This is an optimization exercise on Yosys and OpenROAD, whose aim is small area and a short achievable clock period, not a production implementation.
No functional check of the RTL was part of any run shown here.
No activity file was given, so power comes from the tool's default toggle rates.

==> flow/constraint.sdc <==
create_clock -name core_clock -period 11.0 [get_ports {clock}]
set_input_delay 2.2000 -clock core_clock [delete_from_list [all_inputs] [get_ports {clock}]]
set_output_delay 2.2000 -clock core_clock [all_outputs]
set_load 0.01 [all_outputs]
==> flow/config.mk <==
export PLATFORM = sky130hd
export DESIGN_NAME = processor
export DESIGN_NICKNAME = processor
export VERILOG_FILES = /design/flow/design.v
export SDC_FILE = /design/flow/constraint.sdc
export NUM_CORES = 4
export LEC_CHECK = 0
export ABC_CLOCK_PERIOD_IN_PS = 5000
export CAP_MARGIN = 20
export CORE_MARGIN = 2
export CORE_UTILIZATION = 35
export SETUP_SLACK_MARGIN = 5
export SLEW_MARGIN = 20
==> flow/design.v <==
module mul16(a, b, p);
input [15:0] a, b;
output [31:0] p;
wire pp0_0 = a[0] & b[0];
wire pp0_1 = a[0] & b[1];
wire pp0_2 = a[0] & b[2];
wire pp0_3 = a[0] & b[3];
wire pp0_4 = a[0] & b[4];
wire pp0_5 = a[0] & b[5];
wire pp0_6 = a[0] & b[6];
wire pp0_7 = a[0] & b[7];
wire pp0_8 = a[0] & b[8];
wire pp0_9 = a[0] & b[9];
wire pp0_10 = a[0] & b[10];
wire pp0_11 = a[0] & b[11];
wire pp0_12 = a[0] & b[12];
wire pp0_13 = a[0] & b[13];
wire pp0_14 = a[0] & b[14];
wire pp0_15 = a[0] & b[15];
wire pp1_0 = a[1] & b[0];
wire pp1_1 = a[1] & b[1];
wire pp1_2 = a[1] & b[2];
wire pp1_3 = a[1] & b[3];
wire pp1_4 = a[1] & b[4];
wire pp1_5 = a[1] & b[5];
wire pp1_6 = a[1] & b[6];
wire pp1_7 = a[1] & b[7];
wire pp1_8 = a[1] & b[8];
wire pp1_9 = a[1] & b[9];
wire pp1_10 = a[1] & b[10];
wire pp1_11 = a[1] & b[11];
wire pp1_12 = a[1] & b[12];
wire pp1_13 = a[1] & b[13];
wire pp1_14 = a[1] & b[14];
wire pp1_15 = a[1] & b[15];
wire pp2_0 = a[2] & b[0];
wire pp2_1 = a[2] & b[1];
wire pp2_2 = a[2] & b[2];
wire pp2_3 = a[2] & b[3];
wire pp2_4 = a[2] & b[4];
wire pp2_5 = a[2] & b[5];
wire pp2_6 = a[2] & b[6];
wire pp2_7 = a[2] & b[7];
wire pp2_8 = a[2] & b[8];
wire pp2_9 = a[2] & b[9];
wire pp2_10 = a[2] & b[10];
wire pp2_11 = a[2] & b[11];
wire pp2_12 = a[2] & b[12];
wire pp2_13 = a[2] & b[13];
wire pp2_14 = a[2] & b[14];
wire pp2_15 = a[2] & b[15];
wire pp3_0 = a[3] & b[0];
wire pp3_1 = a[3] & b[1];
wire pp3_2 = a[3] & b[2];
wire pp3_3 = a[3] & b[3];
wire pp3_4 = a[3] & b[4];
wire pp3_5 = a[3] & b[5];
wire pp3_6 = a[3] & b[6];
wire pp3_7 = a[3] & b[7];
wire pp3_8 = a[3] & b[8];
wire pp3_9 = a[3] & b[9];
wire pp3_10 = a[3] & b[10];
wire pp3_11 = a[3] & b[11];
wire pp3_12 = a[3] & b[12];
wire pp3_13 = a[3] & b[13];
wire pp3_14 = a[3] & b[14];
wire pp3_15 = a[3] & b[15];
wire pp4_0 = a[4] & b[0];
wire pp4_1 = a[4] & b[1];
wire pp4_2 = a[4] & b[2];
wire pp4_3 = a[4] & b[3];
wire pp4_4 = a[4] & b[4];
wire pp4_5 = a[4] & b[5];
wire pp4_6 = a[4] & b[6];
wire pp4_7 = a[4] & b[7];
wire pp4_8 = a[4] & b[8];
wire pp4_9 = a[4] & b[9];
wire pp4_10 = a[4] & b[10];
wire pp4_11 = a[4] & b[11];
wire pp4_12 = a[4] & b[12];
wire pp4_13 = a[4] & b[13];
wire pp4_14 = a[4] & b[14];
wire pp4_15 = a[4] & b[15];
wire pp5_0 = a[5] & b[0];
wire pp5_1 = a[5] & b[1];
wire pp5_2 = a[5] & b[2];
wire pp5_3 = a[5] & b[3];
wire pp5_4 = a[5] & b[4];
wire pp5_5 = a[5] & b[5];
wire pp5_6 = a[5] & b[6];
wire pp5_7 = a[5] & b[7];
wire pp5_8 = a[5] & b[8];
wire pp5_9 = a[5] & b[9];
wire pp5_10 = a[5] & b[10];
wire pp5_11 = a[5] & b[11];
wire pp5_12 = a[5] & b[12];
wire pp5_13 = a[5] & b[13];
wire pp5_14 = a[5] & b[14];
wire pp5_15 = a[5] & b[15];
wire pp6_0 = a[6] & b[0];
wire pp6_1 = a[6] & b[1];
wire pp6_2 = a[6] & b[2];
wire pp6_3 = a[6] & b[3];
wire pp6_4 = a[6] & b[4];
wire pp6_5 = a[6] & b[5];
wire pp6_6 = a[6] & b[6];
wire pp6_7 = a[6] & b[7];
wire pp6_8 = a[6] & b[8];
wire pp6_9 = a[6] & b[9];
wire pp6_10 = a[6] & b[10];
wire pp6_11 = a[6] & b[11];
wire pp6_12 = a[6] & b[12];
wire pp6_13 = a[6] & b[13];
wire pp6_14 = a[6] & b[14];
wire pp6_15 = a[6] & b[15];
wire pp7_0 = a[7] & b[0];
wire pp7_1 = a[7] & b[1];
wire pp7_2 = a[7] & b[2];
wire pp7_3 = a[7] & b[3];
wire pp7_4 = a[7] & b[4];
wire pp7_5 = a[7] & b[5];
wire pp7_6 = a[7] & b[6];
wire pp7_7 = a[7] & b[7];
wire pp7_8 = a[7] & b[8];
wire pp7_9 = a[7] & b[9];
wire pp7_10 = a[7] & b[10];
wire pp7_11 = a[7] & b[11];
wire pp7_12 = a[7] & b[12];
wire pp7_13 = a[7] & b[13];
wire pp7_14 = a[7] & b[14];
wire pp7_15 = a[7] & b[15];
wire pp8_0 = a[8] & b[0];
wire pp8_1 = a[8] & b[1];
wire pp8_2 = a[8] & b[2];
wire pp8_3 = a[8] & b[3];
wire pp8_4 = a[8] & b[4];
wire pp8_5 = a[8] & b[5];
wire pp8_6 = a[8] & b[6];
wire pp8_7 = a[8] & b[7];
wire pp8_8 = a[8] & b[8];
wire pp8_9 = a[8] & b[9];
wire pp8_10 = a[8] & b[10];
wire pp8_11 = a[8] & b[11];
wire pp8_12 = a[8] & b[12];
wire pp8_13 = a[8] & b[13];
wire pp8_14 = a[8] & b[14];
wire pp8_15 = a[8] & b[15];
wire pp9_0 = a[9] & b[0];
wire pp9_1 = a[9] & b[1];
wire pp9_2 = a[9] & b[2];
wire pp9_3 = a[9] & b[3];
wire pp9_4 = a[9] & b[4];
wire pp9_5 = a[9] & b[5];
wire pp9_6 = a[9] & b[6];
wire pp9_7 = a[9] & b[7];
wire pp9_8 = a[9] & b[8];
wire pp9_9 = a[9] & b[9];
wire pp9_10 = a[9] & b[10];
wire pp9_11 = a[9] & b[11];
wire pp9_12 = a[9] & b[12];
wire pp9_13 = a[9] & b[13];
wire pp9_14 = a[9] & b[14];
wire pp9_15 = a[9] & b[15];
wire pp10_0 = a[10] & b[0];
wire pp10_1 = a[10] & b[1];
wire pp10_2 = a[10] & b[2];
wire pp10_3 = a[10] & b[3];
wire pp10_4 = a[10] & b[4];
wire pp10_5 = a[10] & b[5];
wire pp10_6 = a[10] & b[6];
wire pp10_7 = a[10] & b[7];
wire pp10_8 = a[10] & b[8];
wire pp10_9 = a[10] & b[9];
wire pp10_10 = a[10] & b[10];
wire pp10_11 = a[10] & b[11];
wire pp10_12 = a[10] & b[12];
wire pp10_13 = a[10] & b[13];
wire pp10_14 = a[10] & b[14];
wire pp10_15 = a[10] & b[15];
wire pp11_0 = a[11] & b[0];
wire pp11_1 = a[11] & b[1];
wire pp11_2 = a[11] & b[2];
wire pp11_3 = a[11] & b[3];
wire pp11_4 = a[11] & b[4];
wire pp11_5 = a[11] & b[5];
wire pp11_6 = a[11] & b[6];
wire pp11_7 = a[11] & b[7];
wire pp11_8 = a[11] & b[8];
wire pp11_9 = a[11] & b[9];
wire pp11_10 = a[11] & b[10];
wire pp11_11 = a[11] & b[11];
wire pp11_12 = a[11] & b[12];
wire pp11_13 = a[11] & b[13];
wire pp11_14 = a[11] & b[14];
wire pp11_15 = a[11] & b[15];
wire pp12_0 = a[12] & b[0];
wire pp12_1 = a[12] & b[1];
wire pp12_2 = a[12] & b[2];
wire pp12_3 = a[12] & b[3];
wire pp12_4 = a[12] & b[4];
wire pp12_5 = a[12] & b[5];
wire pp12_6 = a[12] & b[6];
wire pp12_7 = a[12] & b[7];
wire pp12_8 = a[12] & b[8];
wire pp12_9 = a[12] & b[9];
wire pp12_10 = a[12] & b[10];
wire pp12_11 = a[12] & b[11];
wire pp12_12 = a[12] & b[12];
wire pp12_13 = a[12] & b[13];
wire pp12_14 = a[12] & b[14];
wire pp12_15 = a[12] & b[15];
wire pp13_0 = a[13] & b[0];
wire pp13_1 = a[13] & b[1];
wire pp13_2 = a[13] & b[2];
wire pp13_3 = a[13] & b[3];
wire pp13_4 = a[13] & b[4];
wire pp13_5 = a[13] & b[5];
wire pp13_6 = a[13] & b[6];
wire pp13_7 = a[13] & b[7];
wire pp13_8 = a[13] & b[8];
wire pp13_9 = a[13] & b[9];
wire pp13_10 = a[13] & b[10];
wire pp13_11 = a[13] & b[11];
wire pp13_12 = a[13] & b[12];
wire pp13_13 = a[13] & b[13];
wire pp13_14 = a[13] & b[14];
wire pp13_15 = a[13] & b[15];
wire pp14_0 = a[14] & b[0];
wire pp14_1 = a[14] & b[1];
wire pp14_2 = a[14] & b[2];
wire pp14_3 = a[14] & b[3];
wire pp14_4 = a[14] & b[4];
wire pp14_5 = a[14] & b[5];
wire pp14_6 = a[14] & b[6];
wire pp14_7 = a[14] & b[7];
wire pp14_8 = a[14] & b[8];
wire pp14_9 = a[14] & b[9];
wire pp14_10 = a[14] & b[10];
wire pp14_11 = a[14] & b[11];
wire pp14_12 = a[14] & b[12];
wire pp14_13 = a[14] & b[13];
wire pp14_14 = a[14] & b[14];
wire pp14_15 = a[14] & b[15];
wire pp15_0 = a[15] & b[0];
wire pp15_1 = a[15] & b[1];
wire pp15_2 = a[15] & b[2];
wire pp15_3 = a[15] & b[3];
wire pp15_4 = a[15] & b[4];
wire pp15_5 = a[15] & b[5];
wire pp15_6 = a[15] & b[6];
wire pp15_7 = a[15] & b[7];
wire pp15_8 = a[15] & b[8];
wire pp15_9 = a[15] & b[9];
wire pp15_10 = a[15] & b[10];
wire pp15_11 = a[15] & b[11];
wire pp15_12 = a[15] & b[12];
wire pp15_13 = a[15] & b[13];
wire pp15_14 = a[15] & b[14];
wire pp15_15 = a[15] & b[15];
wire s0 = pp0_13 ^ pp1_12;
wire c0 = pp0_13 & pp1_12;
wire s1 = pp0_14 ^ pp1_13 ^ pp2_12;
wire c1 = (pp0_14 & pp1_13) | (pp0_14 & pp2_12) | (pp1_13 & pp2_12);
wire s2 = pp3_11 ^ pp4_10;
wire c2 = pp3_11 & pp4_10;
wire s3 = pp0_15 ^ pp1_14 ^ pp2_13;
wire c3 = (pp0_15 & pp1_14) | (pp0_15 & pp2_13) | (pp1_14 & pp2_13);
wire s4 = pp3_12 ^ pp4_11 ^ pp5_10;
wire c4 = (pp3_12 & pp4_11) | (pp3_12 & pp5_10) | (pp4_11 & pp5_10);
wire s5 = pp6_9 ^ pp7_8;
wire c5 = pp6_9 & pp7_8;
wire s6 = pp1_15 ^ pp2_14 ^ pp3_13;
wire c6 = (pp1_15 & pp2_14) | (pp1_15 & pp3_13) | (pp2_14 & pp3_13);
wire s7 = pp4_12 ^ pp5_11 ^ pp6_10;
wire c7 = (pp4_12 & pp5_11) | (pp4_12 & pp6_10) | (pp5_11 & pp6_10);
wire s8 = pp7_9 ^ pp8_8;
wire c8 = pp7_9 & pp8_8;
wire s9 = pp2_15 ^ pp3_14 ^ pp4_13;
wire c9 = (pp2_15 & pp3_14) | (pp2_15 & pp4_13) | (pp3_14 & pp4_13);
wire s10 = pp5_12 ^ pp6_11 ^ pp7_10;
wire c10 = (pp5_12 & pp6_11) | (pp5_12 & pp7_10) | (pp6_11 & pp7_10);
wire s11 = pp3_15 ^ pp4_14 ^ pp5_13;
wire c11 = (pp3_15 & pp4_14) | (pp3_15 & pp5_13) | (pp4_14 & pp5_13);
wire s12 = pp0_9 ^ pp1_8;
wire c12 = pp0_9 & pp1_8;
wire s13 = pp0_10 ^ pp1_9 ^ pp2_8;
wire c13 = (pp0_10 & pp1_9) | (pp0_10 & pp2_8) | (pp1_9 & pp2_8);
wire s14 = pp3_7 ^ pp4_6;
wire c14 = pp3_7 & pp4_6;
wire s15 = pp0_11 ^ pp1_10 ^ pp2_9;
wire c15 = (pp0_11 & pp1_10) | (pp0_11 & pp2_9) | (pp1_10 & pp2_9);
wire s16 = pp3_8 ^ pp4_7 ^ pp5_6;
wire c16 = (pp3_8 & pp4_7) | (pp3_8 & pp5_6) | (pp4_7 & pp5_6);
wire s17 = pp6_5 ^ pp7_4;
wire c17 = pp6_5 & pp7_4;
wire s18 = pp0_12 ^ pp1_11 ^ pp2_10;
wire c18 = (pp0_12 & pp1_11) | (pp0_12 & pp2_10) | (pp1_11 & pp2_10);
wire s19 = pp3_9 ^ pp4_8 ^ pp5_7;
wire c19 = (pp3_9 & pp4_8) | (pp3_9 & pp5_7) | (pp4_8 & pp5_7);
wire s20 = pp6_6 ^ pp7_5 ^ pp8_4;
wire c20 = (pp6_6 & pp7_5) | (pp6_6 & pp8_4) | (pp7_5 & pp8_4);
wire s21 = pp9_3 ^ pp10_2;
wire c21 = pp9_3 & pp10_2;
wire s22 = pp2_11 ^ pp3_10 ^ pp4_9;
wire c22 = (pp2_11 & pp3_10) | (pp2_11 & pp4_9) | (pp3_10 & pp4_9);
wire s23 = pp5_8 ^ pp6_7 ^ pp7_6;
wire c23 = (pp5_8 & pp6_7) | (pp5_8 & pp7_6) | (pp6_7 & pp7_6);
wire s24 = pp8_5 ^ pp9_4 ^ pp10_3;
wire c24 = (pp8_5 & pp9_4) | (pp8_5 & pp10_3) | (pp9_4 & pp10_3);
wire s25 = pp11_2 ^ pp12_1 ^ pp13_0;
wire c25 = (pp11_2 & pp12_1) | (pp11_2 & pp13_0) | (pp12_1 & pp13_0);
wire s26 = pp5_9 ^ pp6_8 ^ pp7_7;
wire c26 = (pp5_9 & pp6_8) | (pp5_9 & pp7_7) | (pp6_8 & pp7_7);
wire s27 = pp8_6 ^ pp9_5 ^ pp10_4;
wire c27 = (pp8_6 & pp9_5) | (pp8_6 & pp10_4) | (pp9_5 & pp10_4);
wire s28 = pp11_3 ^ pp12_2 ^ pp13_1;
wire c28 = (pp11_3 & pp12_2) | (pp11_3 & pp13_1) | (pp12_2 & pp13_1);
wire s29 = pp14_0 ^ s1 ^ s2;
wire c29 = (pp14_0 & s1) | (pp14_0 & s2) | (s1 & s2);
wire s30 = pp8_7 ^ pp9_6 ^ pp10_5;
wire c30 = (pp8_7 & pp9_6) | (pp8_7 & pp10_5) | (pp9_6 & pp10_5);
wire s31 = pp11_4 ^ pp12_3 ^ pp13_2;
wire c31 = (pp11_4 & pp12_3) | (pp11_4 & pp13_2) | (pp12_3 & pp13_2);
wire s32 = pp14_1 ^ pp15_0 ^ s3;
wire c32 = (pp14_1 & pp15_0) | (pp14_1 & s3) | (pp15_0 & s3);
wire s33 = s4 ^ s5 ^ c1;
wire c33 = (s4 & s5) | (s4 & c1) | (s5 & c1);
wire s34 = pp9_7 ^ pp10_6 ^ pp11_5;
wire c34 = (pp9_7 & pp10_6) | (pp9_7 & pp11_5) | (pp10_6 & pp11_5);
wire s35 = pp12_4 ^ pp13_3 ^ pp14_2;
wire c35 = (pp12_4 & pp13_3) | (pp12_4 & pp14_2) | (pp13_3 & pp14_2);
wire s36 = pp15_1 ^ s6 ^ s7;
wire c36 = (pp15_1 & s6) | (pp15_1 & s7) | (s6 & s7);
wire s37 = s8 ^ c3 ^ c4;
wire c37 = (s8 & c3) | (s8 & c4) | (c3 & c4);
wire s38 = pp8_9 ^ pp9_8 ^ pp10_7;
wire c38 = (pp8_9 & pp9_8) | (pp8_9 & pp10_7) | (pp9_8 & pp10_7);
wire s39 = pp11_6 ^ pp12_5 ^ pp13_4;
wire c39 = (pp11_6 & pp12_5) | (pp11_6 & pp13_4) | (pp12_5 & pp13_4);
wire s40 = pp14_3 ^ pp15_2 ^ s9;
wire c40 = (pp14_3 & pp15_2) | (pp14_3 & s9) | (pp15_2 & s9);
wire s41 = s10 ^ c6 ^ c7;
wire c41 = (s10 & c6) | (s10 & c7) | (c6 & c7);
wire s42 = pp6_12 ^ pp7_11 ^ pp8_10;
wire c42 = (pp6_12 & pp7_11) | (pp6_12 & pp8_10) | (pp7_11 & pp8_10);
wire s43 = pp9_9 ^ pp10_8 ^ pp11_7;
wire c43 = (pp9_9 & pp10_8) | (pp9_9 & pp11_7) | (pp10_8 & pp11_7);
wire s44 = pp12_6 ^ pp13_5 ^ pp14_4;
wire c44 = (pp12_6 & pp13_5) | (pp12_6 & pp14_4) | (pp13_5 & pp14_4);
wire s45 = pp15_3 ^ s11 ^ c9;
wire c45 = (pp15_3 & s11) | (pp15_3 & c9) | (s11 & c9);
wire s46 = pp4_15 ^ pp5_14 ^ pp6_13;
wire c46 = (pp4_15 & pp5_14) | (pp4_15 & pp6_13) | (pp5_14 & pp6_13);
wire s47 = pp7_12 ^ pp8_11 ^ pp9_10;
wire c47 = (pp7_12 & pp8_11) | (pp7_12 & pp9_10) | (pp8_11 & pp9_10);
wire s48 = pp10_9 ^ pp11_8 ^ pp12_7;
wire c48 = (pp10_9 & pp11_8) | (pp10_9 & pp12_7) | (pp11_8 & pp12_7);
wire s49 = pp13_6 ^ pp14_5 ^ pp15_4;
wire c49 = (pp13_6 & pp14_5) | (pp13_6 & pp15_4) | (pp14_5 & pp15_4);
wire s50 = pp5_15 ^ pp6_14 ^ pp7_13;
wire c50 = (pp5_15 & pp6_14) | (pp5_15 & pp7_13) | (pp6_14 & pp7_13);
wire s51 = pp8_12 ^ pp9_11 ^ pp10_10;
wire c51 = (pp8_12 & pp9_11) | (pp8_12 & pp10_10) | (pp9_11 & pp10_10);
wire s52 = pp11_9 ^ pp12_8 ^ pp13_7;
wire c52 = (pp11_9 & pp12_8) | (pp11_9 & pp13_7) | (pp12_8 & pp13_7);
wire s53 = pp6_15 ^ pp7_14 ^ pp8_13;
wire c53 = (pp6_15 & pp7_14) | (pp6_15 & pp8_13) | (pp7_14 & pp8_13);
wire s54 = pp9_12 ^ pp10_11 ^ pp11_10;
wire c54 = (pp9_12 & pp10_11) | (pp9_12 & pp11_10) | (pp10_11 & pp11_10);
wire s55 = pp7_15 ^ pp8_14 ^ pp9_13;
wire c55 = (pp7_15 & pp8_14) | (pp7_15 & pp9_13) | (pp8_14 & pp9_13);
wire s56 = pp0_6 ^ pp1_5;
wire c56 = pp0_6 & pp1_5;
wire s57 = pp0_7 ^ pp1_6 ^ pp2_5;
wire c57 = (pp0_7 & pp1_6) | (pp0_7 & pp2_5) | (pp1_6 & pp2_5);
wire s58 = pp3_4 ^ pp4_3;
wire c58 = pp3_4 & pp4_3;
wire s59 = pp0_8 ^ pp1_7 ^ pp2_6;
wire c59 = (pp0_8 & pp1_7) | (pp0_8 & pp2_6) | (pp1_7 & pp2_6);
wire s60 = pp3_5 ^ pp4_4 ^ pp5_3;
wire c60 = (pp3_5 & pp4_4) | (pp3_5 & pp5_3) | (pp4_4 & pp5_3);
wire s61 = pp6_2 ^ pp7_1;
wire c61 = pp6_2 & pp7_1;
wire s62 = pp2_7 ^ pp3_6 ^ pp4_5;
wire c62 = (pp2_7 & pp3_6) | (pp2_7 & pp4_5) | (pp3_6 & pp4_5);
wire s63 = pp5_4 ^ pp6_3 ^ pp7_2;
wire c63 = (pp5_4 & pp6_3) | (pp5_4 & pp7_2) | (pp6_3 & pp7_2);
wire s64 = pp8_1 ^ pp9_0 ^ s12;
wire c64 = (pp8_1 & pp9_0) | (pp8_1 & s12) | (pp9_0 & s12);
wire s65 = pp5_5 ^ pp6_4 ^ pp7_3;
wire c65 = (pp5_5 & pp6_4) | (pp5_5 & pp7_3) | (pp6_4 & pp7_3);
wire s66 = pp8_2 ^ pp9_1 ^ pp10_0;
wire c66 = (pp8_2 & pp9_1) | (pp8_2 & pp10_0) | (pp9_1 & pp10_0);
wire s67 = s13 ^ s14 ^ c12;
wire c67 = (s13 & s14) | (s13 & c12) | (s14 & c12);
wire s68 = pp8_3 ^ pp9_2 ^ pp10_1;
wire c68 = (pp8_3 & pp9_2) | (pp8_3 & pp10_1) | (pp9_2 & pp10_1);
wire s69 = pp11_0 ^ s15 ^ s16;
wire c69 = (pp11_0 & s15) | (pp11_0 & s16) | (s15 & s16);
wire s70 = s17 ^ c13 ^ c14;
wire c70 = (s17 & c13) | (s17 & c14) | (c13 & c14);
wire s71 = pp11_1 ^ pp12_0 ^ s18;
wire c71 = (pp11_1 & pp12_0) | (pp11_1 & s18) | (pp12_0 & s18);
wire s72 = s19 ^ s20 ^ s21;
wire c72 = (s19 & s20) | (s19 & s21) | (s20 & s21);
wire s73 = c15 ^ c16 ^ c17;
wire c73 = (c15 & c16) | (c15 & c17) | (c16 & c17);
wire s74 = s0 ^ s22 ^ s23;
wire c74 = (s0 & s22) | (s0 & s23) | (s22 & s23);
wire s75 = s24 ^ s25 ^ c18;
wire c75 = (s24 & s25) | (s24 & c18) | (s25 & c18);
wire s76 = c19 ^ c20 ^ c21;
wire c76 = (c19 & c20) | (c19 & c21) | (c20 & c21);
wire s77 = c0 ^ s26 ^ s27;
wire c77 = (c0 & s26) | (c0 & s27) | (s26 & s27);
wire s78 = s28 ^ s29 ^ c22;
wire c78 = (s28 & s29) | (s28 & c22) | (s29 & c22);
wire s79 = c23 ^ c24 ^ c25;
wire c79 = (c23 & c24) | (c23 & c25) | (c24 & c25);
wire s80 = c2 ^ s30 ^ s31;
wire c80 = (c2 & s30) | (c2 & s31) | (s30 & s31);
wire s81 = s32 ^ s33 ^ c26;
wire c81 = (s32 & s33) | (s32 & c26) | (s33 & c26);
wire s82 = c27 ^ c28 ^ c29;
wire c82 = (c27 & c28) | (c27 & c29) | (c28 & c29);
wire s83 = c5 ^ s34 ^ s35;
wire c83 = (c5 & s34) | (c5 & s35) | (s34 & s35);
wire s84 = s36 ^ s37 ^ c30;
wire c84 = (s36 & s37) | (s36 & c30) | (s37 & c30);
wire s85 = c31 ^ c32 ^ c33;
wire c85 = (c31 & c32) | (c31 & c33) | (c32 & c33);
wire s86 = c8 ^ s38 ^ s39;
wire c86 = (c8 & s38) | (c8 & s39) | (s38 & s39);
wire s87 = s40 ^ s41 ^ c34;
wire c87 = (s40 & s41) | (s40 & c34) | (s41 & c34);
wire s88 = c35 ^ c36 ^ c37;
wire c88 = (c35 & c36) | (c35 & c37) | (c36 & c37);
wire s89 = c10 ^ s42 ^ s43;
wire c89 = (c10 & s42) | (c10 & s43) | (s42 & s43);
wire s90 = s44 ^ s45 ^ c38;
wire c90 = (s44 & s45) | (s44 & c38) | (s45 & c38);
wire s91 = c39 ^ c40 ^ c41;
wire c91 = (c39 & c40) | (c39 & c41) | (c40 & c41);
wire s92 = c11 ^ s46 ^ s47;
wire c92 = (c11 & s46) | (c11 & s47) | (s46 & s47);
wire s93 = s48 ^ s49 ^ c42;
wire c93 = (s48 & s49) | (s48 & c42) | (s49 & c42);
wire s94 = c43 ^ c44 ^ c45;
wire c94 = (c43 & c44) | (c43 & c45) | (c44 & c45);
wire s95 = pp14_6 ^ pp15_5 ^ s50;
wire c95 = (pp14_6 & pp15_5) | (pp14_6 & s50) | (pp15_5 & s50);
wire s96 = s51 ^ s52 ^ c46;
wire c96 = (s51 & s52) | (s51 & c46) | (s52 & c46);
wire s97 = c47 ^ c48 ^ c49;
wire c97 = (c47 & c48) | (c47 & c49) | (c48 & c49);
wire s98 = pp12_9 ^ pp13_8 ^ pp14_7;
wire c98 = (pp12_9 & pp13_8) | (pp12_9 & pp14_7) | (pp13_8 & pp14_7);
wire s99 = pp15_6 ^ s53 ^ s54;
wire c99 = (pp15_6 & s53) | (pp15_6 & s54) | (s53 & s54);
wire s100 = c50 ^ c51 ^ c52;
wire c100 = (c50 & c51) | (c50 & c52) | (c51 & c52);
wire s101 = pp10_12 ^ pp11_11 ^ pp12_10;
wire c101 = (pp10_12 & pp11_11) | (pp10_12 & pp12_10) | (pp11_11 & pp12_10);
wire s102 = pp13_9 ^ pp14_8 ^ pp15_7;
wire c102 = (pp13_9 & pp14_8) | (pp13_9 & pp15_7) | (pp14_8 & pp15_7);
wire s103 = s55 ^ c53 ^ c54;
wire c103 = (s55 & c53) | (s55 & c54) | (c53 & c54);
wire s104 = pp8_15 ^ pp9_14 ^ pp10_13;
wire c104 = (pp8_15 & pp9_14) | (pp8_15 & pp10_13) | (pp9_14 & pp10_13);
wire s105 = pp11_12 ^ pp12_11 ^ pp13_10;
wire c105 = (pp11_12 & pp12_11) | (pp11_12 & pp13_10) | (pp12_11 & pp13_10);
wire s106 = pp14_9 ^ pp15_8 ^ c55;
wire c106 = (pp14_9 & pp15_8) | (pp14_9 & c55) | (pp15_8 & c55);
wire s107 = pp9_15 ^ pp10_14 ^ pp11_13;
wire c107 = (pp9_15 & pp10_14) | (pp9_15 & pp11_13) | (pp10_14 & pp11_13);
wire s108 = pp12_12 ^ pp13_11 ^ pp14_10;
wire c108 = (pp12_12 & pp13_11) | (pp12_12 & pp14_10) | (pp13_11 & pp14_10);
wire s109 = pp10_15 ^ pp11_14 ^ pp12_13;
wire c109 = (pp10_15 & pp11_14) | (pp10_15 & pp12_13) | (pp11_14 & pp12_13);
wire s110 = pp0_4 ^ pp1_3;
wire c110 = pp0_4 & pp1_3;
wire s111 = pp0_5 ^ pp1_4 ^ pp2_3;
wire c111 = (pp0_5 & pp1_4) | (pp0_5 & pp2_3) | (pp1_4 & pp2_3);
wire s112 = pp3_2 ^ pp4_1;
wire c112 = pp3_2 & pp4_1;
wire s113 = pp2_4 ^ pp3_3 ^ pp4_2;
wire c113 = (pp2_4 & pp3_3) | (pp2_4 & pp4_2) | (pp3_3 & pp4_2);
wire s114 = pp5_1 ^ pp6_0 ^ s56;
wire c114 = (pp5_1 & pp6_0) | (pp5_1 & s56) | (pp6_0 & s56);
wire s115 = pp5_2 ^ pp6_1 ^ pp7_0;
wire c115 = (pp5_2 & pp6_1) | (pp5_2 & pp7_0) | (pp6_1 & pp7_0);
wire s116 = s57 ^ s58 ^ c56;
wire c116 = (s57 & s58) | (s57 & c56) | (s58 & c56);
wire s117 = pp8_0 ^ s59 ^ s60;
wire c117 = (pp8_0 & s59) | (pp8_0 & s60) | (s59 & s60);
wire s118 = s61 ^ c57 ^ c58;
wire c118 = (s61 & c57) | (s61 & c58) | (c57 & c58);
wire s119 = s62 ^ s63 ^ s64;
wire c119 = (s62 & s63) | (s62 & s64) | (s63 & s64);
wire s120 = c59 ^ c60 ^ c61;
wire c120 = (c59 & c60) | (c59 & c61) | (c60 & c61);
wire s121 = s65 ^ s66 ^ s67;
wire c121 = (s65 & s66) | (s65 & s67) | (s66 & s67);
wire s122 = c62 ^ c63 ^ c64;
wire c122 = (c62 & c63) | (c62 & c64) | (c63 & c64);
wire s123 = s68 ^ s69 ^ s70;
wire c123 = (s68 & s69) | (s68 & s70) | (s69 & s70);
wire s124 = c65 ^ c66 ^ c67;
wire c124 = (c65 & c66) | (c65 & c67) | (c66 & c67);
wire s125 = s71 ^ s72 ^ s73;
wire c125 = (s71 & s72) | (s71 & s73) | (s72 & s73);
wire s126 = c68 ^ c69 ^ c70;
wire c126 = (c68 & c69) | (c68 & c70) | (c69 & c70);
wire s127 = s74 ^ s75 ^ s76;
wire c127 = (s74 & s75) | (s74 & s76) | (s75 & s76);
wire s128 = c71 ^ c72 ^ c73;
wire c128 = (c71 & c72) | (c71 & c73) | (c72 & c73);
wire s129 = s77 ^ s78 ^ s79;
wire c129 = (s77 & s78) | (s77 & s79) | (s78 & s79);
wire s130 = c74 ^ c75 ^ c76;
wire c130 = (c74 & c75) | (c74 & c76) | (c75 & c76);
wire s131 = s80 ^ s81 ^ s82;
wire c131 = (s80 & s81) | (s80 & s82) | (s81 & s82);
wire s132 = c77 ^ c78 ^ c79;
wire c132 = (c77 & c78) | (c77 & c79) | (c78 & c79);
wire s133 = s83 ^ s84 ^ s85;
wire c133 = (s83 & s84) | (s83 & s85) | (s84 & s85);
wire s134 = c80 ^ c81 ^ c82;
wire c134 = (c80 & c81) | (c80 & c82) | (c81 & c82);
wire s135 = s86 ^ s87 ^ s88;
wire c135 = (s86 & s87) | (s86 & s88) | (s87 & s88);
wire s136 = c83 ^ c84 ^ c85;
wire c136 = (c83 & c84) | (c83 & c85) | (c84 & c85);
wire s137 = s89 ^ s90 ^ s91;
wire c137 = (s89 & s90) | (s89 & s91) | (s90 & s91);
wire s138 = c86 ^ c87 ^ c88;
wire c138 = (c86 & c87) | (c86 & c88) | (c87 & c88);
wire s139 = s92 ^ s93 ^ s94;
wire c139 = (s92 & s93) | (s92 & s94) | (s93 & s94);
wire s140 = c89 ^ c90 ^ c91;
wire c140 = (c89 & c90) | (c89 & c91) | (c90 & c91);
wire s141 = s95 ^ s96 ^ s97;
wire c141 = (s95 & s96) | (s95 & s97) | (s96 & s97);
wire s142 = c92 ^ c93 ^ c94;
wire c142 = (c92 & c93) | (c92 & c94) | (c93 & c94);
wire s143 = s98 ^ s99 ^ s100;
wire c143 = (s98 & s99) | (s98 & s100) | (s99 & s100);
wire s144 = c95 ^ c96 ^ c97;
wire c144 = (c95 & c96) | (c95 & c97) | (c96 & c97);
wire s145 = s101 ^ s102 ^ s103;
wire c145 = (s101 & s102) | (s101 & s103) | (s102 & s103);
wire s146 = c98 ^ c99 ^ c100;
wire c146 = (c98 & c99) | (c98 & c100) | (c99 & c100);
wire s147 = s104 ^ s105 ^ s106;
wire c147 = (s104 & s105) | (s104 & s106) | (s105 & s106);
wire s148 = c101 ^ c102 ^ c103;
wire c148 = (c101 & c102) | (c101 & c103) | (c102 & c103);
wire s149 = pp15_9 ^ s107 ^ s108;
wire c149 = (pp15_9 & s107) | (pp15_9 & s108) | (s107 & s108);
wire s150 = c104 ^ c105 ^ c106;
wire c150 = (c104 & c105) | (c104 & c106) | (c105 & c106);
wire s151 = pp13_12 ^ pp14_11 ^ pp15_10;
wire c151 = (pp13_12 & pp14_11) | (pp13_12 & pp15_10) | (pp14_11 & pp15_10);
wire s152 = s109 ^ c107 ^ c108;
wire c152 = (s109 & c107) | (s109 & c108) | (c107 & c108);
wire s153 = pp11_15 ^ pp12_14 ^ pp13_13;
wire c153 = (pp11_15 & pp12_14) | (pp11_15 & pp13_13) | (pp12_14 & pp13_13);
wire s154 = pp14_12 ^ pp15_11 ^ c109;
wire c154 = (pp14_12 & pp15_11) | (pp14_12 & c109) | (pp15_11 & c109);
wire s155 = pp12_15 ^ pp13_14 ^ pp14_13;
wire c155 = (pp12_15 & pp13_14) | (pp12_15 & pp14_13) | (pp13_14 & pp14_13);
wire s156 = pp0_3 ^ pp1_2;
wire c156 = pp0_3 & pp1_2;
wire s157 = pp2_2 ^ pp3_1 ^ pp4_0;
wire c157 = (pp2_2 & pp3_1) | (pp2_2 & pp4_0) | (pp3_1 & pp4_0);
wire s158 = pp5_0 ^ s111 ^ s112;
wire c158 = (pp5_0 & s111) | (pp5_0 & s112) | (s111 & s112);
wire s159 = s113 ^ s114 ^ c111;
wire c159 = (s113 & s114) | (s113 & c111) | (s114 & c111);
wire s160 = s115 ^ s116 ^ c113;
wire c160 = (s115 & s116) | (s115 & c113) | (s116 & c113);
wire s161 = s117 ^ s118 ^ c115;
wire c161 = (s117 & s118) | (s117 & c115) | (s118 & c115);
wire s162 = s119 ^ s120 ^ c117;
wire c162 = (s119 & s120) | (s119 & c117) | (s120 & c117);
wire s163 = s121 ^ s122 ^ c119;
wire c163 = (s121 & s122) | (s121 & c119) | (s122 & c119);
wire s164 = s123 ^ s124 ^ c121;
wire c164 = (s123 & s124) | (s123 & c121) | (s124 & c121);
wire s165 = s125 ^ s126 ^ c123;
wire c165 = (s125 & s126) | (s125 & c123) | (s126 & c123);
wire s166 = s127 ^ s128 ^ c125;
wire c166 = (s127 & s128) | (s127 & c125) | (s128 & c125);
wire s167 = s129 ^ s130 ^ c127;
wire c167 = (s129 & s130) | (s129 & c127) | (s130 & c127);
wire s168 = s131 ^ s132 ^ c129;
wire c168 = (s131 & s132) | (s131 & c129) | (s132 & c129);
wire s169 = s133 ^ s134 ^ c131;
wire c169 = (s133 & s134) | (s133 & c131) | (s134 & c131);
wire s170 = s135 ^ s136 ^ c133;
wire c170 = (s135 & s136) | (s135 & c133) | (s136 & c133);
wire s171 = s137 ^ s138 ^ c135;
wire c171 = (s137 & s138) | (s137 & c135) | (s138 & c135);
wire s172 = s139 ^ s140 ^ c137;
wire c172 = (s139 & s140) | (s139 & c137) | (s140 & c137);
wire s173 = s141 ^ s142 ^ c139;
wire c173 = (s141 & s142) | (s141 & c139) | (s142 & c139);
wire s174 = s143 ^ s144 ^ c141;
wire c174 = (s143 & s144) | (s143 & c141) | (s144 & c141);
wire s175 = s145 ^ s146 ^ c143;
wire c175 = (s145 & s146) | (s145 & c143) | (s146 & c143);
wire s176 = s147 ^ s148 ^ c145;
wire c176 = (s147 & s148) | (s147 & c145) | (s148 & c145);
wire s177 = s149 ^ s150 ^ c147;
wire c177 = (s149 & s150) | (s149 & c147) | (s150 & c147);
wire s178 = s151 ^ s152 ^ c149;
wire c178 = (s151 & s152) | (s151 & c149) | (s152 & c149);
wire s179 = s153 ^ s154 ^ c151;
wire c179 = (s153 & s154) | (s153 & c151) | (s154 & c151);
wire s180 = pp15_12 ^ s155 ^ c153;
wire c180 = (pp15_12 & s155) | (pp15_12 & c153) | (s155 & c153);
wire s181 = pp13_15 ^ pp14_14 ^ pp15_13;
wire c181 = (pp13_15 & pp14_14) | (pp13_15 & pp15_13) | (pp14_14 & pp15_13);
wire s182 = pp0_2 ^ pp1_1;
wire c182 = pp0_2 & pp1_1;
wire s183 = pp2_1 ^ pp3_0 ^ s156;
wire c183 = (pp2_1 & pp3_0) | (pp2_1 & s156) | (pp3_0 & s156);
wire s184 = s110 ^ s157 ^ c156;
wire c184 = (s110 & s157) | (s110 & c156) | (s157 & c156);
wire s185 = c110 ^ s158 ^ c157;
wire c185 = (c110 & s158) | (c110 & c157) | (s158 & c157);
wire s186 = c112 ^ s159 ^ c158;
wire c186 = (c112 & s159) | (c112 & c158) | (s159 & c158);
wire s187 = c114 ^ s160 ^ c159;
wire c187 = (c114 & s160) | (c114 & c159) | (s160 & c159);
wire s188 = c116 ^ s161 ^ c160;
wire c188 = (c116 & s161) | (c116 & c160) | (s161 & c160);
wire s189 = c118 ^ s162 ^ c161;
wire c189 = (c118 & s162) | (c118 & c161) | (s162 & c161);
wire s190 = c120 ^ s163 ^ c162;
wire c190 = (c120 & s163) | (c120 & c162) | (s163 & c162);
wire s191 = c122 ^ s164 ^ c163;
wire c191 = (c122 & s164) | (c122 & c163) | (s164 & c163);
wire s192 = c124 ^ s165 ^ c164;
wire c192 = (c124 & s165) | (c124 & c164) | (s165 & c164);
wire s193 = c126 ^ s166 ^ c165;
wire c193 = (c126 & s166) | (c126 & c165) | (s166 & c165);
wire s194 = c128 ^ s167 ^ c166;
wire c194 = (c128 & s167) | (c128 & c166) | (s167 & c166);
wire s195 = c130 ^ s168 ^ c167;
wire c195 = (c130 & s168) | (c130 & c167) | (s168 & c167);
wire s196 = c132 ^ s169 ^ c168;
wire c196 = (c132 & s169) | (c132 & c168) | (s169 & c168);
wire s197 = c134 ^ s170 ^ c169;
wire c197 = (c134 & s170) | (c134 & c169) | (s170 & c169);
wire s198 = c136 ^ s171 ^ c170;
wire c198 = (c136 & s171) | (c136 & c170) | (s171 & c170);
wire s199 = c138 ^ s172 ^ c171;
wire c199 = (c138 & s172) | (c138 & c171) | (s172 & c171);
wire s200 = c140 ^ s173 ^ c172;
wire c200 = (c140 & s173) | (c140 & c172) | (s173 & c172);
wire s201 = c142 ^ s174 ^ c173;
wire c201 = (c142 & s174) | (c142 & c173) | (s174 & c173);
wire s202 = c144 ^ s175 ^ c174;
wire c202 = (c144 & s175) | (c144 & c174) | (s175 & c174);
wire s203 = c146 ^ s176 ^ c175;
wire c203 = (c146 & s176) | (c146 & c175) | (s176 & c175);
wire s204 = c148 ^ s177 ^ c176;
wire c204 = (c148 & s177) | (c148 & c176) | (s177 & c176);
wire s205 = c150 ^ s178 ^ c177;
wire c205 = (c150 & s178) | (c150 & c177) | (s178 & c177);
wire s206 = c152 ^ s179 ^ c178;
wire c206 = (c152 & s179) | (c152 & c178) | (s179 & c178);
wire s207 = c154 ^ s180 ^ c179;
wire c207 = (c154 & s180) | (c154 & c179) | (s180 & c179);
wire s208 = c155 ^ s181 ^ c180;
wire c208 = (c155 & s181) | (c155 & c180) | (s181 & c180);
wire s209 = pp14_15 ^ pp15_14 ^ c181;
wire c209 = (pp14_15 & pp15_14) | (pp14_15 & c181) | (pp15_14 & c181);
wire [31:0] x = {1'b0, pp15_15, s209, s208, s207, s206, s205, s204, s203, s202, s201, s200, s199, s198, s197, s196, s195, s194, s193, s192, s191, s190, s189, s188, s187, s186, s185, s184, s183, pp2_0, pp0_1, pp0_0};
wire [31:0] y = {1'b0, c209, c208, c207, c206, c205, c204, c203, c202, c201, c200, c199, c198, c197, c196, c195, c194, c193, c192, c191, c190, c189, c188, c187, c186, c185, c184, c183, c182, s182, pp1_0, 1'b0};
assign p = x + y;
endmodule
module processor(clock,reset,imem_addr,imem_data,wb_en,wb_addr,wb_data,flags);
input clock,reset;
output [7:0] imem_addr;
input [15:0] imem_data;
output wb_en;
output [2:0] wb_addr;
output [15:0] wb_data;
output [3:0] flags;
reg [7:0] pc;
reg [15:0] ir;
reg [3:0] fl;             
reg [15:0] rf [0:7];
reg [7:0] rv;
reg [15:0] dm [0:9];
reg [9:0] dv;
reg [14:0] hi;
reg [15:0] lo;
reg hlv;
reg [15:0] opa, opb;      
reg s_sum, s_shl, s_shr, s_or, s_and, s_mem, s_lo, s_hi;
wire [3:0] op = ir[3:0];
wire [2:0] rd = ir[6:4];
wire [2:0] f  = ir[15:13];
wire [5:0] c6 = ir[15:10];
wire [15:0] sx = {1'b0, {9{c6[5]}}, c6};
wire fZ = fl[3], fN = fl[2], fC = fl[1], fV = fl[0];
wire [15:0] A = opa;
wire [15:0] B = opb;
wire [16:0] sum = {1'b0, A} + {1'b0, B};
wire [16:0] shl = {1'b0, A} << f;
wire [15:0] shr = A >> f;
wire addok = (op == 4'd0) & ((f == 3'd0) | ((f == 3'd1) & fN) | ((f == 3'd2) & fZ));
wire [16:0] res = ({17{s_sum}} & sum) | ({17{s_shl}} & shl) | ({17{s_shr}} & {1'b0, shr}) |
                  ({17{s_or}} & {1'b0, A | B}) | ({17{s_and}} & {1'b0, A & B});
wire [9:0] hit;
genvar k;
generate
  for (k = 0; k < 10; k = k + 1) begin : g_hit
    wire [15:0] kk = k;
    wire [15:0] t = A ^ sx ^ kk;
    wire [15:1] g = (A[14:0] & sx[14:0]) | (A[14:0] & t[14:0]) | (sx[14:0] & t[14:0]);
    assign hit[k] = ~t[0] & ~|(t[15:1] ^ g);
  end
endgenerate
reg [15:0] mdata;
integer j;
always @* begin
  mdata = 16'd0;
  for (j = 0; j < 10; j = j + 1)
    if (hit[j]) mdata = mdata | (dv[j] ? dm[j] : (16'h4000 | j));
end
wire [31:0] P;
mul16 u_mul(.a(A), .b(B), .p(P));
wire [15:0] wd = res[15:0] | ({16{s_mem}} & mdata) | ({16{s_lo & hlv}} & lo) |
                 ({16{s_hi & hlv}} & {1'b0, hi});
wire we = addok | (op == 4'd1) | (op == 4'd2) | (op == 4'd3) | (op == 4'd4) |
          (op == 4'd5) | (op == 4'd6) | (op == 4'd7) | (op == 4'd11) | (op == 4'd12);
wire setfl = addok | (op == 4'd1) | (op == 4'd2) | (op == 4'd3) | (op == 4'd4) | (op == 4'd5);
wire st = (op == 4'd8);
wire mul = (op == 4'd10);
always @(posedge clock) begin
  if (we) rf[rd] <= wd;
  for (j = 0; j < 10; j = j + 1)
    if (st & hit[j]) dm[j] <= B;
  if (mul) begin
    hi <= P[31:17];
    lo <= P[15:0];
  end
end
always @(posedge clock, posedge reset) begin
  if (reset) begin
    rv <= 8'd0;
    dv <= 10'd0;
    hlv <= 1'b0;
  end else begin
    if (we) rv[rd] <= 1'b1;
    for (j = 0; j < 10; j = j + 1)
      if (st & hit[j]) dv[j] <= 1'b1;
    if (mul) hlv <= 1'b1;
  end
end
always @(posedge clock, posedge reset) begin
  if (reset)
    fl <= 4'd0;
  else if (setfl)
    fl <= {res == 17'd0, res[16:15] == 2'b01, (op == 4'd0) & res[16], res[16]};
  else if (mul)
    fl <= {(A == 16'd0) | (B == 16'd0), (P[31:16] == 16'd0) & P[15], 2'b00};
end
wire [3:0] nop = imem_data[3:0];
wire [2:0] nrs = imem_data[9:7];
wire [2:0] nrt = (nop == 4'd8) ? imem_data[6:4] : imem_data[12:10];
wire [5:0] nc6 = imem_data[15:10];
wire [15:0] nsx = {1'b0, {9{nc6[5]}}, nc6};
wire nimm = (nop == 4'd5) | (nop == 4'd6);
wire nli = (nop == 4'd6);
wire [15:0] rA = (rv[nrs] & ~nli) ? rf[nrs] : 16'd0;
wire [15:0] rB = rv[nrt] ? rf[nrt] : 16'd0;
wire fwa = we & (rd == nrs) & ~nli;
wire fwb = we & (rd == nrt);
wire brc = (op == 4'd9) & (((f == 3'd1) & fN) | ((f == 3'd2) & fZ) | ((f == 3'd3) & fV) | ((f == 3'd4) & fC));
wire jmp = (op == 4'd9) & (f == 3'd0);
always @(posedge clock, posedge reset) begin
  if (reset) begin
    pc <= 8'd0;
    ir <= 16'd0;
    opa <= 16'd0;
    opb <= 16'd0;
    s_sum <= 1'b1;
    s_shl <= 1'b0;
    s_shr <= 1'b0;
    s_or <= 1'b0;
    s_and <= 1'b0;
    s_mem <= 1'b0;
    s_lo <= 1'b0;
    s_hi <= 1'b0;
  end else begin
    ir <= imem_data;
    opa <= fwa ? wd : rA;
    opb <= nimm ? nsx : fwb ? wd : rB;
    s_sum <= (nop == 4'd0) | (nop == 4'd5) | (nop == 4'd6);
    s_shl <= (nop == 4'd1);
    s_shr <= (nop == 4'd2);
    s_or <= (nop == 4'd3);
    s_and <= (nop == 4'd4);
    s_mem <= (nop == 4'd7);
    s_lo <= (nop == 4'd11);
    s_hi <= (nop == 4'd12);
    if (jmp) pc <= pc + ir[11:4];
    else if (brc) pc <= ir[11:4];
    else pc <= pc + 8'd1;
  end
end
assign imem_addr = pc;
assign wb_en = we;
assign wb_addr = rd;
assign wb_data = wd;
assign flags = fl;
endmodule
==> flow/run.sh <==
#!/bin/bash
# synth_recipe.tcl (not shown) runs the flow's synth.tcl, then flattens the netlist and writes it again
# the make line also repeats each setting of config.mk as NAME=value (left out here)
make -C /OpenROAD-flow-scripts/flow DESIGN_CONFIG=/design/flow/config.mk WORK_HOME=/design/flow/orfs CLKGATE_MAP_FILE= SYNTH_SCRIPT=/design/flow/synth_recipe.tcl finish
==> results of run 1 <==
## worst max-delay path: stages (launching register included)
cell                         delay, ps
sky130_fd_sc_hd__dfrtp_4           540
sky130_fd_sc_hd__clkinvlp_4        120
sky130_fd_sc_hd__buf_12            120
sky130_fd_sc_hd__nor2_4             40
sky130_fd_sc_hd__fa_1              500
sky130_fd_sc_hd__inv_1              50
sky130_fd_sc_hd__fa_1              470
sky130_fd_sc_hd__fa_1              540
sky130_fd_sc_hd__fa_2              450
sky130_fd_sc_hd__fa_2              550
sky130_fd_sc_hd__inv_2              40
sky130_fd_sc_hd__fa_2              550
sky130_fd_sc_hd__ha_4              230
sky130_fd_sc_hd__a21oi_4           160
sky130_fd_sc_hd__o211ai_1          140
sky130_fd_sc_hd__or4_4             560
sky130_fd_sc_hd__nor3_4            140
sky130_fd_sc_hd__nor4_2             60
sky130_fd_sc_hd__or4_1             490
sky130_fd_sc_hd__or4_4             430
sky130_fd_sc_hd__or4_1             420
sky130_fd_sc_hd__o21ai_1           140
## area by class of cell
class	instances	share of cell area (%)
Inverter	270	3.43
Sequential cell	406	33.8
Multi-Input combinational cell	1661	46.7
Clock inverter	23	1.03
Clock buffer	61	3.54
Tap cell	1060	3.80
Timing Repair Buffer	285	7.75
## placed cells by master, fill, tap and decap left out, types with 12 or more instances in the layout
master	count
sky130_fd_sc_hd__a21o_1	19
sky130_fd_sc_hd__a21oi_1	68
sky130_fd_sc_hd__a221o_1	18
sky130_fd_sc_hd__a221oi_1	12
sky130_fd_sc_hd__a22o_1	19
sky130_fd_sc_hd__a22oi_1	24
sky130_fd_sc_hd__and3_1	16
sky130_fd_sc_hd__buf_12	21
sky130_fd_sc_hd__buf_4	187
sky130_fd_sc_hd__buf_6	34
sky130_fd_sc_hd__clkbuf_1	12
sky130_fd_sc_hd__clkbuf_16	46
sky130_fd_sc_hd__clkdlybuf4s50_1	31
sky130_fd_sc_hd__clkinvlp_4	12
sky130_fd_sc_hd__dfrtp_1	70
sky130_fd_sc_hd__edfxtp_1	319
sky130_fd_sc_hd__fa_1	191
sky130_fd_sc_hd__ha_1	82
sky130_fd_sc_hd__ha_2	12
sky130_fd_sc_hd__ha_4	13
sky130_fd_sc_hd__inv_1	228
sky130_fd_sc_hd__mux2_2	22
sky130_fd_sc_hd__mux2i_1	37
sky130_fd_sc_hd__mux4_2	91
sky130_fd_sc_hd__nand2_1	207
sky130_fd_sc_hd__nand2b_1	17
sky130_fd_sc_hd__nand3_1	45
sky130_fd_sc_hd__nand4_1	22
sky130_fd_sc_hd__nor2_1	238
sky130_fd_sc_hd__nor3_1	28
sky130_fd_sc_hd__nor3_2	14
sky130_fd_sc_hd__nor4_4	12
sky130_fd_sc_hd__o211ai_1	19
sky130_fd_sc_hd__o21ai_0	71
sky130_fd_sc_hd__xnor2_1	31
sky130_fd_sc_hd__xor2_1	19
## per-layer routing
layer	up-vias	share of wire (%)	wire, um	global-route usage (%)
met5	-	0.028	28	0
met4	4	5.9	5970	12.6
met3	324	10	10100	6.97
met2	1203	46	46600	38.2
met1	11300	38	38300	30.4
li1	9246	-	-	-
## power groups by stage
stage | clock network (mW) | registers, mW | logic (mW)
finish | 1.64 | 2.11 | 7.23
global route | 1.72 | 2.11 | 7.84
CTS | 1.66 | 2.10 | 6.93
global placement | 0 | 2.15 | 5.90
floorplan | 0 | 2.08 | 4.22
detailed placement | 0 | 2.16 | 5.89
## sequential cells by signal, summed over array words and instances (netlist names), 10 cells and up
register / count
dv: 10
opa: 16
lo: 16
ir: 16
dm: 160
rf: 128
hi: 15
opb: 16
## worst min path at each step
stage,start,to,slack [ps],depth (start not counted)
floorplan,rv[4],rv[4],440,1
global placement,hlv,hlv,460,1
detailed placement,hlv,hlv,470,1
CTS,hlv,hlv,480,1
global route,rv[1],rv[1],510,1
finish,hlv,hlv,480,1
## kinds of logic (layout without fill, tap and decap cells)
| group | after synthesis | count (layout) |
|---|---|---|
| and+or+nand+nor | 716 | 717 |
| muxes | 154 | 154 |
| DFF | 406 | 406 |
| adders and majority gates | 305 | 305 |
| AOI/OAI and AO/OA | 414 | 414 |
| buffers and inverters | 398 | 639 |
| xor gates and xnor gates | 71 | 71 |
## timing repair
| item | CTS | global route |
|---|---|---|
| hold buffers | 0 | 0 |
| pin swaps | 110 | 64 |
| hold endpoints to repair | 0 | 0 |
| endpoints found under the setup margin | 39 | 33 |
| gates resized for setup | 399 | 61 |
| gates cloned | 5 | 0 |
| setup buffers | 144 | 32 |
==> results.txt, run 1 <==
* CTS Root Buffer Type: sky130_fd_sc_hd__clkbuf_16
* DP HPWL at 67900 um
* Global router's overall resource usage at 24.3%
* Gate Count Post-Synth at 2464
* Summed negative setup slack over all endpoints at 0 ps
* Area of the core at 80200 um^2
* Crit share post-route at 61.8%
* Post-synthesis share of cell area spent on full adders, half adders and majority gates at between 10% and 20%
* Worst slew slack as a fraction of its limit at 21.1%
* IR drop worst, VDD at between 0.3 and 0.4 mV
* Fraction of registers with async set/reset at between 20% and 30%
* Top-area cell type share of the netlist area at approximately a third
* Cell-internal power at 5.86 mW
* Worst-Margin Slew at 1180 ps
* Multi-input combinational cell area at 16300 um^2
* IO Count at 50
* CTS tree: done
* Multiplexer area fraction after synthesis at 9.62%
* Final worst hold slack at a little under 500 ps
* Largest buffer count on any clock path at 3
* Cell types with the highest counts after synthesis: sky130_fd_sc_hd__edfxtp_1, sky130_fd_sc_hd__nor2_1, sky130_fd_sc_hd__inv_1
* Sort of element at the start of the critical path: flip-flop
* Cell count of the worst reg-to-reg path at 21
* Launch point of the worst reg-to-reg path: opa[4]
* Pre-CTS setup slack at just over 3000 ps
* Clk sinks at 406
* Initial cell density of the core at 35.2%
* Pins Over Slew Limit at 0
* Proportion of synthesized chip area in sequential cells at 41.7%
* Ys flop type: sky130_fd_sc_hd__edfxtp_1
* Antenna violations before repair at 3
* Switching part of the total power at ~47%
* Reg2Reg Capture Point: fl[2]
* Cell type contributing the most total cell area after synthesis: sky130_fd_sc_hd__edfxtp_1
* Number of endpoints with negative hold slack in the final report at 0
* Endpoint required time on the critical path at around 12000 ps
* Distinct cell type count of the synthesized netlist at 96
* Setup Viol. Count Final at 0
* Ranking of synthesized cells by area: sky130_fd_sc_hd__edfxtp_1, sky130_fd_sc_hd__fa_1, sky130_fd_sc_hd__dfrtp_1
* Proportion of power drawn by the clock network at 14.9%
* Global-route congestion overflow total at 0
* ANT nets after route at 0
* Leakage at 13.4 nW
* Final Net Count at 2992
* Later-pin clock latency in the skew report at 610 ps
* Worst Setup Path Type: reg2reg
* Main combinational cell family by area after synthesis: adder cells
* Share of layout cells above drive strength 1 at 26.9%
* PnR Total Power at 11.0 mW
* Die outline area at roughly 83000 um^2
* Total area of sequential cells at 11800 um^2
* Global-route wire length before repair at approximately 150000 um
* Number of vias per cell at ~5.9
* Fillers at 7409
* Top achievable clock speed at 147 MHz
* Setup slack of the worst register-to-register path at 4200 ps
* Post-detailed-route DRC marker count at 0
* Gpl congestion at 0.961
* Post-synthesis to final-layout area growth at 24.0%
* Final core utilization at 43.6%
* XOR/XNOR Fraction of Synth Area at approximately 2.2%
* HP Class: reg2reg
* Pin count of the biggest net entering global routing at 69
* Number of global-route vias before repair at between 20000 and 25000
* Final non-filler cell total at around 3800
* Run status: timing/DRC/antenna clean
* Average size of a mapped cell at about 11 um^2
* Synthesis-stage register bit count at 406
* H-tree Lvls at 2
* Sequential fraction of design power at between 10% and 20%
* Termination of the worst setup path: fl[2]
* Capturing element type of the critical path: flip-flop
* Clock transition at path regs at 70 ps
* Max Cap Viol at 0
* Horizontal extent of the die at roughly 290 um
* Final instance area at 34900 um^2
* Total wire length after detailed routing at approximately 100000 um
* Mapped Nets at 2787
* Psw at 5.11 mW
* Synth warnings at 2
* Post-Place Cell Area at 30100 um^2
* Ant diodes at 0
* Number of enable flip-flop cells after synthesis at 319
* Total via count after detailed routing at 22100
* Setup repair after global routing missed its margin: yes
* Leading cell type by number of instances after synthesis: sky130_fd_sc_hd__edfxtp_1
* Launching instance or port of the critical path: opa[4]
* Simple-gate share of the synthesized area at between 10% and 20%
* Post-synthesis compound-gate area fraction at 10.6%
* PnR worst setup slack at 4200 ps
* Post-route minimum period at 6800 ps
* Worst Skew at 31.1 ps
* Core Rows at between 100 and 150
* Vertical die dimension at ~290 um
* Combinational Power Share at 65.9%
* Data arrival at the endpoint of the critical path at between 7000 and 8000 ps
* DRC violation total after the first TritonRoute iteration at roughly 2600
* Number of buffers added on ports at 49
* Netlist Area Pre-Place at 28200 um^2
* Worst-path maximum fanout at 4
* Number of iterations in the first detailed-routing pass at 6
* Number of placed instances, taps included at ~3500
* Post-detailed-route wirelength per cell at 26.8 um
* Power per cell area at 314 nW/um^2
* Number of buffers created by CTS at between 40 and 50
==> run 2, diff against run 1 <==
--- a/flow/design.v
+++ b/flow/design.v
@@ -1,4 +1,4 @@
-module mul16(a, b, p);
+module mul16(a, b, x, y);
 input [15:0] a, b;
-output [31:0] p;
+output [31:0] x, y;
 wire pp0_0 = a[0] & b[0];
@@ -679,5 +679,4 @@
 wire c209 = (pp14_15 & pp15_14) | (pp14_15 & c181) | (pp15_14 & c181);
-wire [31:0] x = {1'b0, pp15_15, s209, s208, s207, s206, s205, s204, s203, s202, s201, s200, s199, s198, s197, s196, s195, s194, s193, s192, s191, s190, s189, s188, s187, s186, s185, s184, s183, pp2_0, pp0_1, pp0_0};
-wire [31:0] y = {1'b0, c209, c208, c207, c206, c205, c204, c203, c202, c201, c200, c199, c198, c197, c196, c195, c194, c193, c192, c191, c190, c189, c188, c187, c186, c185, c184, c183, c182, s182, pp1_0, 1'b0};
-assign p = x + y;
+assign x = {1'b0, pp15_15, s209, s208, s207, s206, s205, s204, s203, s202, s201, s200, s199, s198, s197, s196, s195, s194, s193, s192, s191, s190, s189, s188, s187, s186, s185, s184, s183, pp2_0, pp0_1, pp0_0};
+assign y = {1'b0, c209, c208, c207, c206, c205, c204, c203, c202, c201, c200, c199, c198, c197, c196, c195, c194, c193, c192, c191, c190, c189, c188, c187, c186, c185, c184, c183, c182, s182, pp1_0, 1'b0};
 endmodule
@@ -734,4 +733,6 @@
 end
-wire [31:0] P;
-mul16 u_mul(.a(A), .b(B), .p(P));
+wire [31:0] mx, my;
+mul16 u_mul(.a(A), .b(B), .x(mx), .y(my));
+wire [31:0] P = mx + my;
+wire pz_hi = &((mx[31:17] ^ my[31:17]) ~^ (mx[30:16] | my[30:16])) & ~P[16];
 wire [15:0] wd = res[15:0] | ({16{s_mem}} & mdata) | ({16{s_lo & hlv}} & lo) |
@@ -770,3 +771,3 @@
   else if (mul)
-    fl <= {(A == 16'd0) | (B == 16'd0), (P[31:16] == 16'd0) & P[15], 2'b00};
+    fl <= {(A == 16'd0) | (B == 16'd0), pz_hi & P[15], 2'b00};
 end
==> results.txt, run 2 <==
* Post-detailed-route wirelength per cell at 25.8 um (was 26.8 um)
* Number of buffers added on ports at 49 (unchanged)
* HP Class: reg2reg (unchanged)
* Number of buffers created by CTS at 45 (unchanged)
* Global-route wire length before repair at 150000 um (was 149000 um)
* Area of the core at 81800 um^2 (was 80200 um^2)
* Largest buffer count on any clock path at 3 (unchanged)
* Endpoint required time on the critical path at 8800 ps (was 11530 ps)
* IO Count at 50 (unchanged)
* Flip-flop count of the largest register, all copies and words added at 160 (unchanged)
* Clk sinks at 406 (unchanged)
* Cell types with the highest counts after synthesis: sky130_fd_sc_hd__edfxtp_1, sky130_fd_sc_hd__inv_1, sky130_fd_sc_hd__nor2_1 (was sky130_fd_sc_hd__edfxtp_1, sky130_fd_sc_hd__nor2_1, sky130_fd_sc_hd__inv_1)
* Share of layout cells above drive strength 1 at 23.7% (was 26.9%)
* Commonest non-fill, non-tap cells in the layout: sky130_fd_sc_hd__edfxtp_1, sky130_fd_sc_hd__inv_1, sky130_fd_sc_hd__nor2_1 (was sky130_fd_sc_hd__edfxtp_1, sky130_fd_sc_hd__nor2_1, sky130_fd_sc_hd__inv_1)
* Initial cell density of the core at 35.2% (about the same)
* Capturing element type of the critical path: primary output (was flip-flop)
* Fraction of registers with async set/reset at 21.4% (unchanged)
* Crit share post-route at 55.0% (was 61.8%)
* Number of endpoints with negative hold slack in the final report at 0 (unchanged)
* Pre-CTS setup slack at 3710 ps (was 3030 ps)
* Worst-path maximum fanout at 2 (was 4)
* Ys flop type: sky130_fd_sc_hd__edfxtp_1 (unchanged)
* ANT nets after route at 0 (unchanged)
* Power per cell area at 309 nW/um^2 (was 314 nW/um^2)
* Sort of element at the start of the critical path: flip-flop (unchanged)
* Mapped Nets at 3010 (was 2787)
* Number of global-route vias before repair at 22700 (was 23000)
* Synth warnings at 2 (unchanged)
* Later-pin clock latency in the skew report at 630 ps (was 610 ps)
* Total via count after detailed routing at 23300 (was 22100)
* Worst slew slack as a fraction of its limit at 25.5% (was 21.1%)
* Final worst hold slack at 496 ps (was 482 ps)
* PnR worst setup slack at 4950 ps (was 4200 ps)
* Worst-Margin Slew at 1120 ps (was 1180 ps)
* DP HPWL at 68400 um (was 67900 um)
* Registers with the most flip-flops: dm x160, rf x128 (unchanged)
* Top-area cell type share of the netlist area at 33.2% (was 34.0%)
* Average size of a mapped cell at 10.8 um^2 (was 11.4 um^2)
* Number of iterations in the first detailed-routing pass at 9 (was 6)
* Synthesis-stage register bit count at 406 (unchanged)
* Ranking of synthesized cells by area: sky130_fd_sc_hd__edfxtp_1, sky130_fd_sc_hd__fa_1, sky130_fd_sc_hd__dfrtp_1 (unchanged)
* Max Cap Viol at 0 (unchanged)
* Ant diodes at 0 (unchanged)
* Proportion of synthesized chip area in sequential cells at 40.8% (was 41.7%)
* Final core utilization at 43.4% (was 43.6%)
* Pins Over Slew Limit at 0 (unchanged)
* Leading cell type by number of instances after synthesis: sky130_fd_sc_hd__edfxtp_1 (unchanged)
* Largest register by flop count: dm (unchanged)
* Fillers at 7540 (was 7409)
* Worst Skew at 31.1 ps (about the same)
* Post-route minimum period at 6050 ps (was 6800 ps)
* Vertical die dimension at 291 um (was 288 um)
* Gate Count Post-Synth at 2672 (was 2464)
* CTS tree: done (unchanged)
* Leakage at 13.7 nW (was 13.4 nW)
* Distinct cell type count of the synthesized netlist at 97 (was 96)
* IR drop worst, VDD at 0.537 mV (was 0.388 mV)
* Pin count of the biggest net entering global routing at 67 (was 69)
* Global-route congestion overflow total at 0 (unchanged)
* Post-detailed-route DRC marker count at 0 (unchanged)
* Setup repair after global routing missed its margin: yes (unchanged)
* Core Rows at 105 (was 104)
* H-tree Lvls at 2 (unchanged)
* Global router's overall resource usage at 23.6% (was 24.3%)
* Summed negative setup slack over all endpoints at 0 ps (unchanged)
* Data arrival at the endpoint of the critical path at 3850 ps (was 7330 ps)
* Top achievable clock speed at 165 MHz (was 147 MHz)
* Number of vias per cell at 5.85 (was 5.86)
* Horizontal extent of the die at 291 um (was 288 um)
* Commonest non-fill, non-tap cell in the layout: sky130_fd_sc_hd__edfxtp_1 (unchanged)
* Post-synthesis to final-layout area growth at 23.2% (was 24.0%)
* Worst Setup Path Type: reg2out (was reg2reg)
* Run status: timing/DRC/antenna clean (unchanged)
* Setup Viol. Count Final at 0 (unchanged)
* CTS Root Buffer Type: sky130_fd_sc_hd__clkbuf_16 (unchanged)
* DRC violation total after the first TritonRoute iteration at 2740 (was 2598)
* Antenna violations before repair at 0 (was 3)
* Gpl congestion at 0.940 (was 0.961)
* Final Net Count at 3214 (was 2992)
* Clock transition at path regs at 60 ps (was 70 ps)
* Die outline area at 84700 um^2 (was 82800 um^2)
* Number of enable flip-flop cells after synthesis at 319 (unchanged)
* Number of hold buffers added after cts at 0 (unchanged)
* Netlist Area Pre-Place at 28800 um^2 (was 28200 um^2)
* Cell type contributing the most total cell area after synthesis: sky130_fd_sc_hd__edfxtp_1 (unchanged)
* Setup slack of the worst register-to-register path at 5030 ps (was 4200 ps)
* Total wire length after detailed routing at 103000 um (was 101000 um)
[run 2: changes by cell type after synthesis, sizes merged, moves of 16 or more]
| cell | change |
|---|---|
| buf | +16 |
| mux4 | -32 |
| nor2 | +33 |
| nor3 | -20 |
| a31oi | +19 |
| nand3 | +30 |
| inv | +52 |
| and3 | +31 |
| nand2 | +31 |
[run 2: worst paths after layout]
check / start / endpoint / cells past startpoint
hold reg to reg: rv[4] / rv[4] / 1
hold / removal: rv[4] / rv[4] / 1
min in group asynchronous: reset / ir[4] / 2
setup / recovery: opb[0] / wb_data[2] / 12
setup reg to reg: opb[14] / hi[10] / 19
max in group asynchronous: reset / ir[15] / 3
[run 2: what timing repair did]
| item | in CTS | in global routing |
|---|---|---|
| buffers inserted | 152 | 40 |
| setup endpoints to repair | 34 | 29 |
| cloned | 5 | 5 |
| resized for setup | 317 | 126 |
| pin swaps | 62 | 69 |
[run 2: final cells by class]
cell class                 instances  area, um^2  area share, %
sequential                       406       11800           33.2
multi-input combinational       1809       16700           47.1
clock buffer                      53        1160           3.26
timing repair inverter             1        8.76         0.0247
clock inverter                    30         362           1.02
inverter                         309        1290           3.65
tap                             1070        1340           3.77
timing repair buffer             304        2810           7.90
[run 2: routing by layer]
layer / vias to the layer above / share of wire, % / wire, um / GRT usage, %
li1: 9844 / - / - / -
met1: 11600 / 39 / 39600 / 31.6
met2: 1493 / 45 / 46000 / 36.7
met3: 325 / 10 / 10300 / 4.13
met4: 0 / 6.6 / 6750 / 12.4
met5: - / 0 / 0 / 0
[run 2: power breakdown]
group | switching, mW | total [mW] | internal (mW)
Sequential | 0.137 | 2.12 | 1.98
Clock | 0.689 | 1.58 | 0.887
Combinational | 4.24 | 7.28 | 3.04
[run 2: cell families (layout without fill, tap and decap cells)]
family          count (synthesis)  after routing  share of synthesized area, %
fa+ha+maj                     320            320                          19.0
xor+xnor                       81             81                          2.46
compound gates                429            429                          10.8
buf+inv                       458            697                          6.27
flops                         406            406                          40.8
simple gates                  867            868                          14.1
mux                           111            111                          6.52
[run 2: metrics by stage]
step	area, um^2	power [mW]	std cells
after floorplan	28800	6.12	2672
after global placement	30500	7.81	3697
after CTS	34500	10.3	3937
after detailed placement	30500	7.86	3697
after global routing	35500	11.7	3982
final	35500	11.0	3982
[run 2: critical path: stages, from the launching register on]
cell                       delay [ps]
sky130_fd_sc_hd__dfrtp_4          500
sky130_fd_sc_hd__buf_6            140
sky130_fd_sc_hd__ha_4             150
sky130_fd_sc_hd__fa_2             360
sky130_fd_sc_hd__buf_6            130
sky130_fd_sc_hd__xor2_1           130
sky130_fd_sc_hd__a222oi_1         420
sky130_fd_sc_hd__and4_1           320
sky130_fd_sc_hd__nand3_2          110
sky130_fd_sc_hd__a221o_1          330
sky130_fd_sc_hd__o32ai_4          380
sky130_fd_sc_hd__inv_4            100
sky130_fd_sc_hd__buf_6            140

-- what the ideal ports hide --
No port has a modelled driver above. Below, the same layouts with a new extraction and two added sets of constraints.
Step 1 (the two cells are an assumption about what drives the block):
set clk [get_ports {clock}]
set_driving_cell -lib_cell sky130_fd_sc_hd__clkbuf_16 $clk
set_driving_cell -lib_cell sky130_fd_sc_hd__buf_2 [delete_from_list [all_inputs] $clk]
Step 2, shift: input delay + t, output delay - t, t = (earliest + latest rising clock arrival at the registers) / 2. This alone moves slack from input paths to output paths.
Three values: ideal, step 1, step 2; two values: the first two.
| run | t, ns | slack for setup (ns) | latest minus earliest clock arrival (ns) | worst data-port slew with drivers (ns) |
|---|---|---|---|---|
| run 1 | 0.659 | 4.202 / 4.202 / 4.202 | 0.033 / 0.032 | 0.06 |
| run 2 | 0.680 | 4.947 / 4.879 / 4.744 | 0.031 / 0.031 | 0.05 |
After both steps every run listed still meets setup and hold. The setup slack of run 2, which loses most, moves by -0.068 ns with the drivers and by -0.203 ns with both steps.
